Background: an optimization exercise with open tools, aiming at small area and a short achievable clock period. Do not read the settings as production practice.
RTL that was checked went through simulation tests only; none was proved equivalent to the original.

main:
==> module Systolic_Array, before the edit <==
module Systolic_Array
(
input        clk,
input  [7:0] LC, MC, HC, LD, MD, HD,
output [7:0] Pa, Pb
);
reg [7:0] LA, MA, HA, LB, MB, HB;
reg       lAB, mAB, hAB;              
wire lCD, mCD, hCD;
Compare_and_Swap k0 (LC, LD, lCD);
Compare_and_Swap k1 (MC, MD, mCD);
Compare_and_Swap k2 (HC, HD, hCD);
always @(posedge clk) begin
  LA <= LC; MA <= MC; HA <= HC;
  LB <= LD; MB <= MD; HB <= HD;
  lAB <= lCD; mAB <= mCD; hAB <= hCD;
end
wire lAC, lBC, lBD, mAC, mBC, mBD, hAC, hBC, hBD;
Compare_and_Swap k3 (LA, LC, lAC);
Compare_and_Swap k4 (LB, LC, lBC);
Compare_and_Swap k5 (LB, LD, lBD);
Compare_and_Swap k6 (MA, MC, mAC);
Compare_and_Swap k7 (MB, MC, mBC);
Compare_and_Swap k8 (MB, MD, mBD);
Compare_and_Swap k9 (HA, HC, hAC);
Compare_and_Swap k10 (HB, HC, hBC);
Compare_and_Swap k11 (HB, HD, hBD);
wire [7:0] loa, mda, hia, lob, mdb, hib;
sel3 sa (LA, MA, HA, LB, MB, HB, LC, MC, HC, lAB, lAC, lBC, mAB, mAC, mBC, hAB, hAC, hBC, loa, mda, hia);
sel3 sb (LB, MB, HB, LC, MC, HC, LD, MD, HD, lBC, lBD, lCD, mBC, mBD, mCD, hBC, hBD, hCD, lob, mdb, hib);
med3 fa (loa, mda, hia, Pa);
med3 fb (lob, mdb, hib, Pb);
endmodule
==> module sel3, before the edit <==
module sel3
(
input  [7:0] Lx, Mx, Hx, Ly, My, Hy, Lz, Mz, Hz,
input        lxy, lxz, lyz, mxy, mxz, myz, hxy, hxz, hyz,
output [7:0] lo, md, hi
);
assign lo = (lxy & lxz) ? Lx : ((~lxy & lyz) ? Ly : Lz);
assign hi = (~hxy & ~hxz) ? Hx : ((hxy & ~hyz) ? Hy : Hz);
wire sy = ~(mxy ^ myz);
wire sx = ~(mxz ^ myz);
assign md = sy ? My : (sx ? Mx : Mz);
endmodule
==> module med3, before the edit <==
module med3
(
input  [7:0] x, y, z,
output [7:0] m
);
wire xy, yz, xz;
Compare_and_Swap c0 (x, y, xy);
Compare_and_Swap c1 (y, z, yz);
Compare_and_Swap c2 (x, z, xz);
wire sel_y = ~(xy ^ yz);
wire sel_x = ~(xz ^ yz);
assign m = sel_y ? y : (sel_x ? x : z);
endmodule
==> flow/config.mk <==
export PLATFORM = sky130hd
export DESIGN_NAME = Parallel_filter
export DESIGN_NICKNAME = Parallel_filter
export VERILOG_FILES = /design/flow/design.v
export SDC_FILE = /design/flow/constraint.sdc
export NUM_CORES = 4
export LEC_CHECK = 0
export ABC_AREA = 1
export CAP_MARGIN = 20
export CORE_MARGIN = 2
export CORE_UTILIZATION = 40
export SLEW_MARGIN = 20
==> flow/constraint.sdc <==
create_clock -name core_clock -period 30.0 [get_ports {clk}]
set_input_delay 6.0000 -clock core_clock [delete_from_list [all_inputs] [get_ports {clk}]]
set_output_delay 6.0000 -clock core_clock [all_outputs]
set_load 0.01 [all_outputs]
run.sh (not shown) runs the stock make flow with config.mk's settings and CLKGATE_MAP_FILE= SYNTH_SCRIPT=/design/flow/synth_recipe.tcl, a recipe that flattens the netlist after the stock synthesis.
#### Input delta (the feature branch over main)
diff --git a/flow/design.v b/flow/design.v
--- a/flow/design.v
+++ b/flow/design.v
@@ -14,45 +14,37 @@
 input  [7:0] LC, MC, HC, LD, MD, HD,
 output [7:0] Pa, Pb
 );
 reg [7:0] LA, MA, HA, LB, MB, HB;
-reg       lAB, mAB, hAB;              
-wire lCD, mCD, hCD;
-Compare_and_Swap k0 (LC, LD, lCD);
-Compare_and_Swap k1 (MC, MD, mCD);
-Compare_and_Swap k2 (HC, HD, hCD);
 always @(posedge clk) begin
   LA <= LC; MA <= MC; HA <= HC;
   LB <= LD; MB <= MD; HB <= HD;
-  lAB <= lCD; mAB <= mCD; hAB <= hCD;
 end
-wire lAC, lBC, lBD, mAC, mBC, mBD, hAC, hBC, hBD;
-Compare_and_Swap k3 (LA, LC, lAC);
-Compare_and_Swap k4 (LB, LC, lBC);
-Compare_and_Swap k5 (LB, LD, lBD);
-Compare_and_Swap k6 (MA, MC, mAC);
-Compare_and_Swap k7 (MB, MC, mBC);
-Compare_and_Swap k8 (MB, MD, mBD);
-Compare_and_Swap k9 (HA, HC, hAC);
-Compare_and_Swap k10 (HB, HC, hBC);
-Compare_and_Swap k11 (HB, HD, hBD);
-wire [7:0] loa, mda, hia, lob, mdb, hib;
-sel3 sa (LA, MA, HA, LB, MB, HB, LC, MC, HC, lAB, lAC, lBC, mAB, mAC, mBC, hAB, hAC, hBC, loa, mda, hia);
-sel3 sb (LB, MB, HB, LC, MC, HC, LD, MD, HD, lBC, lBD, lCD, mBC, mBD, mCD, hBC, hBD, hCD, lob, mdb, hib);
-med3 fa (loa, mda, hia, Pa);
-med3 fb (lob, mdb, hib, Pb);
+wire g_l, g_h, g_m;
+Compare_and_Swap k0 (LB, LC, g_l);
+Compare_and_Swap k1 (HB, HC, g_h);
+Compare_and_Swap k2 (MB, MC, g_m);
+wire [7:0] Lx = g_l ? LB : LC;    
+wire [7:0] Hn = g_h ? HC : HB;    
+wire [7:0] Mn = g_m ? MC : MB;    
+wire [7:0] Mx = g_m ? MB : MC;    
+win3 wa (LA, MA, HA, Lx, Hn, Mn, Mx, Pa);
+win3 wb (LD, MD, HD, Lx, Hn, Mn, Mx, Pb);
 endmodule
-module sel3
+module win3
 (
-input  [7:0] Lx, Mx, Hx, Ly, My, Hy, Lz, Mz, Hz,
-input        lxy, lxz, lyz, mxy, mxz, myz, hxy, hxz, hyz,
-output [7:0] lo, md, hi
+input  [7:0] L, M, H, Lx, Hn, Mn, Mx,
+output [7:0] P
 );
-assign lo = (lxy & lxz) ? Lx : ((~lxy & lyz) ? Ly : Lz);
-assign hi = (~hxy & ~hxz) ? Hx : ((hxy & ~hyz) ? Hy : Hz);
-wire sy = ~(mxy ^ myz);
-wire sx = ~(mxz ^ myz);
-assign md = sy ? My : (sx ? Mx : Mz);
+wire gl, gh, m_lo, m_hi;
+Compare_and_Swap c0 (L, Lx, gl);
+Compare_and_Swap c1 (Hn, H, gh);
+Compare_and_Swap c2 (Mn, M, m_lo);    
+Compare_and_Swap c3 (M, Mx, m_hi);    
+wire [7:0] lo = gl ? L : Lx;
+wire [7:0] hi = gh ? H : Hn;
+wire [7:0] md = m_lo ? Mn : (m_hi ? Mx : M);
+med3 f (lo, md, hi, P);
 endmodule
 module med3
 (
 input  [7:0] x, y, z,
@@ -62,9 +54,9 @@
 Compare_and_Swap c0 (x, y, xy);
 Compare_and_Swap c1 (y, z, yz);
 Compare_and_Swap c2 (x, z, xz);
 wire sel_y = ~(xy ^ yz);
-wire sel_x = ~(xz ^ yz);
+wire sel_x = ~sel_y & ~(xz ^ yz);
 assign m = sel_y ? y : (sel_x ? x : z);
 endmodule
 module Parallel_filter
 (
--- outcome ---
- main ended up with more cell instances than the feature branch did.
- The feature branch vs. main: layout overhead on the synthesized area went up by 1.4 points.
- main ended up with P3[0] as its end point of the critical path; the feature branch ended up with P3[5].
- What the feature branch reported for routed wire length has to be multiplied by 1.14 to get the figure for main.
- The feature branch carries fewer flip-flops than main.
- main vs the feature branch, highest metal layer used by the detailed router: met4 vs met5
- Comparing main and the feature branch, the lower synthesized cell count was measured on the feature branch.
- When the final numbers for main and the feature branch were put side by side, the area of all sequential standard cells turned out to be greater in main.
No functional check of the RTL was part of the feature branch.

---

== violet ==
Parallel_filter with an RTL version that a note above also has.
Size in the first run: roughly 1700 cells after synthesis, roughly 10000 um2 of cells after synthesis.
==> module Systolic_Array, before the edit <==
module Systolic_Array
(
input        clk,
input  [7:0] LC, MC, HC, LD, MD, HD,
output [7:0] Pa, Pb
);
reg [7:0] LA, MA, HA, LB, MB, HB;
always @(posedge clk) begin
  LA <= LC; MA <= MC; HA <= HC;
  LB <= LD; MB <= MD; HB <= HD;
end
wire g_l, g_h, g_m;
Compare_and_Swap k0 (LB, LC, g_l);
Compare_and_Swap k1 (HB, HC, g_h);
Compare_and_Swap k2 (MB, MC, g_m);
wire [7:0] Lx = g_l ? LB : LC;    
wire [7:0] Hn = g_h ? HC : HB;    
wire [7:0] Mn = g_m ? MC : MB;    
wire [7:0] Mx = g_m ? MB : MC;    
win3 wa (LA, MA, HA, Lx, Hn, Mn, Mx, Pa);
win3 wb (LD, MD, HD, Lx, Hn, Mn, Mx, Pb);
endmodule
==> module win3, before the edit <==
module win3
(
input  [7:0] L, M, H, Lx, Hn, Mn, Mx,
output [7:0] P
);
wire gl, gh, m_lo, m_hi;
Compare_and_Swap c0 (L, Lx, gl);
Compare_and_Swap c1 (Hn, H, gh);
Compare_and_Swap c2 (Mn, M, m_lo);    
Compare_and_Swap c3 (M, Mx, m_hi);    
wire [7:0] lo = gl ? L : Lx;
wire [7:0] hi = gh ? H : Hn;
wire [7:0] md = m_lo ? Mn : (m_hi ? Mx : M);
med3 f (lo, md, hi, P);
endmodule
==> module med3, before the edit <==
module med3
(
input  [7:0] x, y, z,
output [7:0] m
);
wire xy, yz, xz;
Compare_and_Swap c0 (x, y, xy);
Compare_and_Swap c1 (y, z, yz);
Compare_and_Swap c2 (x, z, xz);
wire sel_y = ~(xy ^ yz);
wire sel_x = ~sel_y & ~(xz ^ yz);
assign m = sel_y ? y : (sel_x ? x : z);
endmodule
clock: 30.0 ns
lec_check: 0
cap_margin: 20
core_margin: 2
core_utilization: 40
slew_margin: 20
standard.sh (not shown) runs the stock make flow with config.mk's settings and CLKGATE_MAP_FILE= SYNTH_SCRIPT=/design/flow/synth_recipe.tcl, a recipe that flattens the netlist after the stock synthesis.
==> flow/flow/run.sh <==
#!/bin/bash
set -euo pipefail
W=$PWD
export MY_ABC_SCRIPT=$W/flow/area.abc
sed "s#SYNTH_SCRIPT=[^ ]*#SYNTH_SCRIPT=$W/flow/my_synth.tcl#" standard.sh > my_standard.sh
grep -q "SYNTH_SCRIPT=$W/flow/my_synth.tcl" my_standard.sh
bash my_standard.sh > make_flow.log 2>&1
==> flow/flow/area.abc <==
strash
dch
map -a -B 0.9
topo
dnsize
==> flow/flow/my_synth.tcl <==
proc synth {args} { yosys synth -nofsm -noshare {*}$args }
proc extract_fa {args} { puts "my_synth: extract_fa skipped" }
proc abc {args} {
  set out {}
  set skip 0
  foreach a $args {
    if {$skip} { lappend out $::env(MY_ABC_SCRIPT); set skip 0; continue }
    if {$a eq "-script"} { set skip 1 }
    lappend out $a
  }
  puts "my_synth: abc $out"
  yosys abc {*}$out
}
source $::env(SCRIPTS_DIR)/synth.tcl
# left out here: clear keep_hierarchy, flatten, clean up, hide names made inside functions, write 1_2_yosys.v
Here is what was changed in the inputs of maple compared with violet.
-- flow/design.v --
<<< violet, line 16
);
reg [7:0] LA, MA, HA, LB, MB, HB;
always @(posedge clk) begin
  LA <= LC; MA <= MC; HA <= HC;
  LB <= LD; MB <= MD; HB <= HD;
end
wire g_l, g_h, g_m;
Compare_and_Swap k0 (LB, LC, g_l);
Compare_and_Swap k1 (HB, HC, g_h);
Compare_and_Swap k2 (MB, MC, g_m);
wire [7:0] Lx = g_l ? LB : LC;    
wire [7:0] Hn = g_h ? HC : HB;    
wire [7:0] Mn = g_m ? MC : MB;    
wire [7:0] Mx = g_m ? MB : MC;    
win3 wa (LA, MA, HA, Lx, Hn, Mn, Mx, Pa);
win3 wb (LD, MD, HD, Lx, Hn, Mn, Mx, Pb);
endmodule
module win3
(
input  [7:0] L, M, H, Lx, Hn, Mn, Mx,
output [7:0] P
);
wire gl, gh, m_lo, m_hi;
Compare_and_Swap c0 (L, Lx, gl);
Compare_and_Swap c1 (Hn, H, gh);
Compare_and_Swap c2 (Mn, M, m_lo);    
Compare_and_Swap c3 (M, Mx, m_hi);    
wire [7:0] lo = gl ? L : Lx;
wire [7:0] hi = gh ? H : Hn;
wire [7:0] md = m_lo ? Mn : (m_hi ? Mx : M);
med3 f (lo, md, hi, P);
endmodule
module med3
>>> maple, line 16
);
reg [7:0] LA, MA, HA, LB, MB, HB;
reg       lAB, mAB, hAB;              
wire lCD, mCD, hCD;
Compare_and_Swap k0 (LC, LD, lCD);
Compare_and_Swap k1 (MC, MD, mCD);
Compare_and_Swap k2 (HC, HD, hCD);
always @(posedge clk) begin
  LA <= LC; MA <= MC; HA <= HC;
  LB <= LD; MB <= MD; HB <= HD;
  lAB <= lCD; mAB <= mCD; hAB <= hCD;
end
wire lAC, lBC, lBD, mAC, mBC, mBD, hAC, hBC, hBD;
Compare_and_Swap k3 (LA, LC, lAC);
Compare_and_Swap k4 (LB, LC, lBC);
Compare_and_Swap k5 (LB, LD, lBD);
Compare_and_Swap k6 (MA, MC, mAC);
Compare_and_Swap k7 (MB, MC, mBC);
Compare_and_Swap k8 (MB, MD, mBD);
Compare_and_Swap k9 (HA, HC, hAC);
Compare_and_Swap k10 (HB, HC, hBC);
Compare_and_Swap k11 (HB, HD, hBD);
wire [7:0] loa, mda, hia, lob, mdb, hib;
sel3 sa (LA, MA, HA, LB, MB, HB, LC, MC, HC, lAB, lAC, lBC, mAB, mAC, mBC, hAB, hAC, hBC, loa, mda, hia);
sel3 sb (LB, MB, HB, LC, MC, HC, LD, MD, HD, lBC, lBD, lCD, mBC, mBD, mCD, hBC, hBD, hCD, lob, mdb, hib);
med3 fa (loa, mda, hia, Pa);
med3 fb (lob, mdb, hib, Pb);
endmodule
module sel3
(
input  [7:0] Lx, Mx, Hx, Ly, My, Hy, Lz, Mz, Hz,
input        lxy, lxz, lyz, mxy, mxz, myz, hxy, hxz, hyz,
output [7:0] lo, md, hi
);
assign lo = (lxy & lxz) ? Lx : ((~lxy & lyz) ? Ly : Lz);
assign hi = (~hxy & ~hxz) ? Hx : ((hxy & ~hyz) ? Hy : Hz);
wire sy = ~(mxy ^ myz);
wire sx = ~(mxz ^ myz);
assign md = sy ? My : (sx ? Mx : Mz);
endmodule
module med3
<<< violet, line 56
Compare_and_Swap c2 (x, z, xz);
wire sel_y = ~(xy ^ yz);
wire sel_x = ~sel_y & ~(xz ^ yz);
assign m = sel_y ? y : (sel_x ? x : z);
endmodule
>>> maple, line 64
Compare_and_Swap c2 (x, z, xz);
wire sel_y = ~(xy ^ yz);
wire sel_x = ~(xz ^ yz);
assign m = sel_y ? y : (sel_x ? x : z);
endmodule
Notes after the runs:
- Via count: higher on maple
- Routed wire length: maple vs violet up 2200 um
- Summary: maximum frequency, maple better than violet
- Of violet and maple, maple shows the higher sequential share of layout area, with violet below it.
- Per the comparison of maple with violet, cell count went down; footprint of the multi-input gates picked up an extra about 2.7%; number of antenna violations at the first check in global routing moved up.
- maple vs. violet: number of non-clock buffers now larger; setup slack after layout went up 1.89 ns; synthesized area +about 3%; multi-input logic cell count went down 37.
No functional check of the RTL was part of violet.

---

Parallel_filter with an RTL version that a note above also has.
Size in the first run: about 100 flip-flops, roughly 98 I/O pins, about 10000 um^2 of cells after synthesis.
// Parallel_filter
module Parallel_filter
(
input [7:0] I_00,I_01,I_02,I_03,I_10,I_11,I_12,I_13,
input clk,rst,
output [7:0] P1,P2,P3,P4
);
==> module sort3, before the edit <==
module sort3
(
input  [7:0] x, y, z,
input        gxy, gxz, gyz,
output [7:0] L, M, H
);
wire x_hi = gxy & gxz;
wire x_lo = ~gxy & ~gxz;
wire y_hi = ~gxy & gyz;
wire y_lo = gxy & ~gyz;
assign H = x_hi ? x : (y_hi ? y : z);
assign L = x_lo ? x : (y_lo ? y : z);
assign M = (~x_hi & ~x_lo) ? x : ((~y_hi & ~y_lo) ? y : z);
endmodule
==> flow/config.mk <==
export PLATFORM = sky130hd
export DESIGN_NAME = Parallel_filter
export DESIGN_NICKNAME = Parallel_filter
export VERILOG_FILES = /design/flow/design.v
export SDC_FILE = /design/flow/constraint.sdc
export NUM_CORES = 4
export LEC_CHECK = 0
export CAP_MARGIN = 20
export CORE_MARGIN = 2
export CORE_UTILIZATION = 40
export SLEW_MARGIN = 20
==> flow/constraint.sdc <==
create_clock -name core_clock -period 30.0 [get_ports {clk}]
set_input_delay 6.0000 -clock core_clock [delete_from_list [all_inputs] [get_ports {clk}]]
set_output_delay 6.0000 -clock core_clock [all_outputs]
set_load 0.01 [all_outputs]
==> flow/flow/run.sh <==
#!/bin/bash
# Own flow: the standard layout (standard.sh) with these changes:
#  - port buffers: buf_1 instead of the default pick.
#  - clock tree: no dummy loads, smaller clock buffers.
# Every tool's output stays in orfs/logs/ and make_flow.log.
set -euo pipefail
W=$PWD
export MY_ABC_SCRIPT=$W/flow/area.abc
sed "s#SYNTH_SCRIPT=[^ ]*#SYNTH_SCRIPT=$W/flow/my_synth.tcl#" standard.sh > my_standard.sh
grep -q "SYNTH_SCRIPT=$W/flow/my_synth.tcl" my_standard.sh
EXTRA=(
  "BUFFER_PORTS_ARGS=-buffer_cell sky130_fd_sc_hd__buf_1"
  "CTS_ARGS=-sink_clustering_enable -repair_clock_nets -dont_use_dummy_load -buf_list {sky130_fd_sc_hd__clkbuf_4 sky130_fd_sc_hd__clkbuf_8}"
)
[[ -f flow/extra.txt ]] && mapfile -t -O ${#EXTRA[@]} EXTRA < flow/extra.txt
bash my_standard.sh "${EXTRA[@]}" finish > make_flow.log 2>&1
==> flow/flow/area.abc <==
strash
dch -f
amap
topo
upsize -D 6000
dnsize -D 6000
Scripts as last shown in full above: flow/flow/my_synth.tcl
The baseline passed the timing, DRC and antenna checks.
Edit:
--- a/flow/design.v
+++ b/flow/design.v
@@ -44,30 +44,30 @@
 module sel3
 (
 input  [7:0] Lx, Mx, Hx, Ly, My, Hy, Lz, Mz, Hz,
 input        lxy, lxz, lyz, mxy, mxz, myz, hxy, hxz, hyz,
 output [7:0] lo, md, hi
 );
-assign lo = (lxy & lxz) ? Lx : ((~lxy & lyz) ? Ly : Lz);
-assign hi = (~hxy & ~hxz) ? Hx : ((hxy & ~hyz) ? Hy : Hz);
-wire sy = ~(mxy ^ myz);
-wire sx = ~(mxz ^ myz);
-assign md = sy ? My : (sx ? Mx : Mz);
+wire ax = lxy & lxz,    ay = ~lxy & lyz,    az = ~lxz & ~lyz;    
+wire bx = ~hxy & ~hxz,  by = hxy & ~hyz,    bz = hxz & hyz;      
+wire cx = mxy ^ mxz,    cy = ~mxy ^ myz,    cz = mxz ^ myz;      
+assign lo = ({8{ax}} & Lx) | ({8{ay}} & Ly) | ({8{az}} & Lz);
+assign hi = ({8{bx}} & Hx) | ({8{by}} & Hy) | ({8{bz}} & Hz);
+assign md = ({8{cx}} & Mx) | ({8{cy}} & My) | ({8{cz}} & Mz);
 endmodule
 module med3
 (
 input  [7:0] x, y, z,
 output [7:0] m
 );
 wire xy, yz, xz;
 Compare_and_Swap c0 (x, y, xy);
 Compare_and_Swap c1 (y, z, yz);
 Compare_and_Swap c2 (x, z, xz);
-wire sel_y = ~(xy ^ yz);
-wire sel_x = ~(xz ^ yz);
-assign m = sel_y ? y : (sel_x ? x : z);
+wire sx = xy ^ xz, sy = ~xy ^ yz, sz = xz ^ yz;
+assign m = ({8{sx}} & x) | ({8{sy}} & y) | ({8{sz}} & z);
 endmodule
 module Parallel_filter
 (
 input [7:0] I_00,I_01,I_02,I_03,I_10,I_11,I_12,I_13,
 input clk,rst,
 output [7:0] P1,P2,P3,P4
@@ -95,14 +95,13 @@
 module sort3
 (
 input  [7:0] x, y, z,
 input        gxy, gxz, gyz,
 output [7:0] L, M, H
 );
-wire x_hi = gxy & gxz;
-wire x_lo = ~gxy & ~gxz;
-wire y_hi = ~gxy & gyz;
-wire y_lo = gxy & ~gyz;
-assign H = x_hi ? x : (y_hi ? y : z);
-assign L = x_lo ? x : (y_lo ? y : z);
-assign M = (~x_hi & ~x_lo) ? x : ((~y_hi & ~y_lo) ? y : z);
+wire hx = gxy & gxz,    hy = ~gxy & gyz,    hz = ~gxz & ~gyz;
+wire lx = ~gxy & ~gxz,  ly = gxy & ~gyz,    lz = gxz & gyz;
+wire mx = gxy ^ gxz,    my = ~gxy ^ gyz,    mz = gxz ^ gyz;
+assign H = ({8{hx}} & x) | ({8{hy}} & y) | ({8{hz}} & z);
+assign L = ({8{lx}} & x) | ({8{ly}} & y) | ({8{lz}} & z);
+assign M = ({8{mx}} & x) | ({8{my}} & y) | ({8{mz}} & z);
 endmodule
After rerunning: Hold slack loses 0.0043 ns. Setup slack is worse by 0.22 ns. Synthesized cell count falls by 6.2%. Utilization grows by 0.85 points. Via count came out lower by 1.4%. Cell count is lower by 4.3%. Routed wire length shrinks by about 0.9%. First-iteration DRC count came out higher by 18%. Final area went down by about 1.3%. Area after synthesis came out lower by about 2.6%.

[re-timing with driven ports]
How much do the figures lean on ideal ports? The routed layouts below were timed once more, with nothing changed but the port constraints.
Step 1: set_driving_cell puts a clkbuf_16 on clk and a buf_2 on each other input, an assumption about the parent block.
Step 2 moves the port delays by t, midway between the first and last clock arrival at a register: inputs arrive t later, outputs are due t later. That takes back most of the time a late clock gives input paths.
a / b / c = ideal / step 1 / step 2; a / b = the first two.
run | shift t [ns] | setup WS [ns] | worst slew at a driven data input, ns | cell pins on the clock port's net
main | 0.426 | 11.199 / 11.172 / 11.172 | 0.07 | 1
the feature branch | 0.408 | 10.461 / 10.423 / 10.423 | 0.04 | 1
violet | 0.403 | 6.013 / 5.986 / 5.986 | 0.07 | 1
maple | 0.403 | 7.901 / 7.879 / 7.879 | 0.09 | 1
the first run of note 3 | 0.422 | 9.907 / 9.865 / 9.865 | 0.04 | 1
the second run of note 3 | 0.430 | 9.689 / 9.650 / 9.650 | 0.07 | 1
After both steps every run listed still meets setup and hold. For the first run of note 3, which loses most, drivers alone change the setup slack by -0.042 ns; drivers and shift together by -0.042 ns.
